What follows belongs to an exercise in optimizing a design on an open flow for small area, a short achievable clock period and few clock cycles; a production flow would make more cautious choices. RTL that was checked went through simulation tests only; none was proved equivalent to the original.

==> flow/design.v (excerpt) <==
module maxfinder(clk, rst, start, x1, x2, x3, x4, eps, done, result);
Size: about 810 cells after synthesis, roughly 18 flip-flops, about 34 I/O pins, ~6900 um2 of cells after synthesis.
Settings: LEC_CHECK=0, CAP_MARGIN=20, CORE_MARGIN=2, CORE_UTILIZATION=40, SLEW_MARGIN=20; clock period 9.0 ns.
standard.sh (not shown) runs the stock make flow with config.mk's settings and CLKGATE_MAP_FILE= SYNTH_SCRIPT=/design/flow/synth_recipe.tcl, a recipe that flattens the netlist after the stock synthesis.
==> flow/flow/run.sh <==
#!/bin/bash
export BUFFER_PORTS_ARGS="-buffer_cell sky130_fd_sc_hd__buf_2"
cp standard.sh standard_copy.sh.txt
bash standard.sh > standard.log 2>&1
Testbench counts at the start, summed over its fixed seeds: cycles 3,431.
Then changed:
--- a/flow/design.v
+++ b/flow/design.v
@@ -1,13 +1,14 @@
 module maxfinder(clk, rst, start, x1, x2, x3, x4, eps, done, result);
 input clk, start, rst;
 input [4:0] x1, x2, x3, x4, eps;
 output done;
 output [4:0] result;
 reg active;    
+reg ph2;       
 reg lx;        
 reg [3:0] v1, v2, v3, v4;
 wire signed [4:0] a1 = active ? {1'b0, v1} : x1;
 wire signed [4:0] a2 = active ? {1'b0, v2} : x2;
 wire signed [4:0] a3 = active ? {1'b0, v3} : x3;
 wire signed [4:0] a4 = active ? {1'b0, v4} : x4;
 wire [3:0] n1, n2, n3, n4;
@@ -782,34 +783,39 @@
 wire [10:0] s4__r0 = {s4_c374, s4_c372, s4_c370, s4_c368, s4_c366, s4_c364, s4_c362, s4_c360, p4_297, p4_284, p4_283};
 wire [10:0] s4__r1 = {s4_s375, s4_s373, s4_s371, s4_s369, s4_s367, s4_s365, s4_s363, s4_s361, s4_s359, p4_290, 1'b0};
 wire [10:0] s4_ = s4__r0 + s4__r1;
 assign n4 = s4_[10] ? 4'd0 : s4_[6:3];
 function lt2(input f1, f2, f3, f4);
     lt2 = !((f1 & (f2 | f3 | f4)) | (f2 & (f3 | f4)) | (f3 & f4));
 endfunction
-function eq2(input f1, f2, f3, f4);
-    eq2 = (f1 + f2 + f3 + f4) == 3'd2;
-endfunction
 wire z1 = |v1, z2 = |v2, z3 = |v3, z4 = |v4;
-wire g1 = (t1[6:4] == 3'd0) & (t1[3:0] < v1);
-wire g2 = (t2[6:4] == 3'd0) & (t2[3:0] < v2);
-wire g3 = (t3[6:4] == 3'd0) & (t3[3:0] < v3);
-wire g4 = (t4[6:4] == 3'd0) & (t4[3:0] < v4);
-wire q1 = (t1[6:4] == 3'd0) & (t1[3:0] == v1);
-wire q2 = (t2[6:4] == 3'd0) & (t2[3:0] == v2);
-wire q3 = (t3[6:4] == 3'd0) & (t3[3:0] == v3);
-wire q4 = (t4[6:4] == 3'd0) & (t4[3:0] == v4);
-wire tie = eq2(z1, z2, z3, z4) & ((z1 & q1) | (z2 & q2) | (z3 & q3) | (z4 & q4));
-wire short = eps[3] & (g1 | g2 | g3 | g4 | tie);
-wire k1 = lx ? z1 : g1;
-wire k2 = lx ? z2 : g2;
-wire k3 = lx ? z3 : g3;
-wire k4 = lx ? z4 : g4;
-assign done = active & (lx | short | lt2(z1, z2, z3, z4));
+wire g12 = v1 > v2, e12 = v1 == v2;
+wire g34 = v3 > v4, e34 = v3 == v4;
+wire [3:0] w12 = g12 ? v1 : v2;
+wire [3:0] w34 = g34 ? v3 : v4;
+wire gf = w12 > w34, ef = w12 == w34;
+wire [3:0] vmax = gf ? w12 : w34;
+wire u1 = gf & g12;
+wire u2 = gf & !g12 & !e12;
+wire u3 = !gf & !ef & g34;
+wire u4 = !gf & !ef & !g34 & !e34;
+wire uniq = u1 | u2 | u3 | u4;
+wire [5:0] sv = v1 + v2 + v3 + v4;
+wire known = eps[3] & (!uniq | ({vmax, 1'b0} > sv));
+wire k1 = lx ? z1 : u1;
+wire k2 = lx ? z2 : u2;
+wire k3 = lx ? z3 : u3;
+wire k4 = lx ? z4 : u4;
+assign done = active & (ph2 | lx | known | lt2(z1, z2, z3, z4));
 assign result = ({5{k1}} & x1) | ({5{k2}} & x2) | ({5{k3}} & x3) | ({5{k4}} & x4);
 always @(posedge clk) begin
     v1 <= n1; v2 <= n2; v3 <= n3; v4 <= n4;
     lx <= !active & lt2(|a1, |a2, |a3, |a4);
-    if (rst) active <= 1'b0;
-    else active <= active ? !done : start;
+    if (rst) begin
+        active <= 1'b0;
+        ph2 <= 1'b0;
+    end else begin
+        active <= active ? !done : start;
+        ph2 <= active & !done;
+    end
 end
 endmodule
Worst hold slack got worse by 0.28 ns.
Core utilization is lower by 0.22 points.
Setup slack improved by 0.088 ns.
Final area is higher by a few percent.
Die area is higher by a few percent.
Maximum frequency is higher slightly.
For the second run of this note, only the layout was checked, not whether the RTL still works.

==> static timing again, ports no longer ideal <==
In the flow no input, the clock included, has a driving cell. The finished layouts below were timed again as built, in two steps. Step 1, drivers: a clkbuf_16 drives clk and a buf_2 each remaining input, both assumed. Step 2 times the ports against the registers' clock, not the clock port: input delays grow and output delays shrink by t, the midpoint of the rising clock arrivals with the driver on. Slacks: ideal ports / drivers / drivers and shift; pairs: ideal ports / drivers.
| run | t, ns | slack for setup (ns) | worst data-port slew with drivers (ns) |
|---|---|---|---|
| the first run | 0.299 | 1.319 / 1.292 / 1.158 | 0.04 |
| the second run | 0.299 | 1.407 / 1.424 / 1.125 | 0.04 |
After both steps setup and hold are still met in every run listed. The setup slack of the second run, which loses most, moves by +0.017 ns with the drivers and by -0.282 ns with both steps.
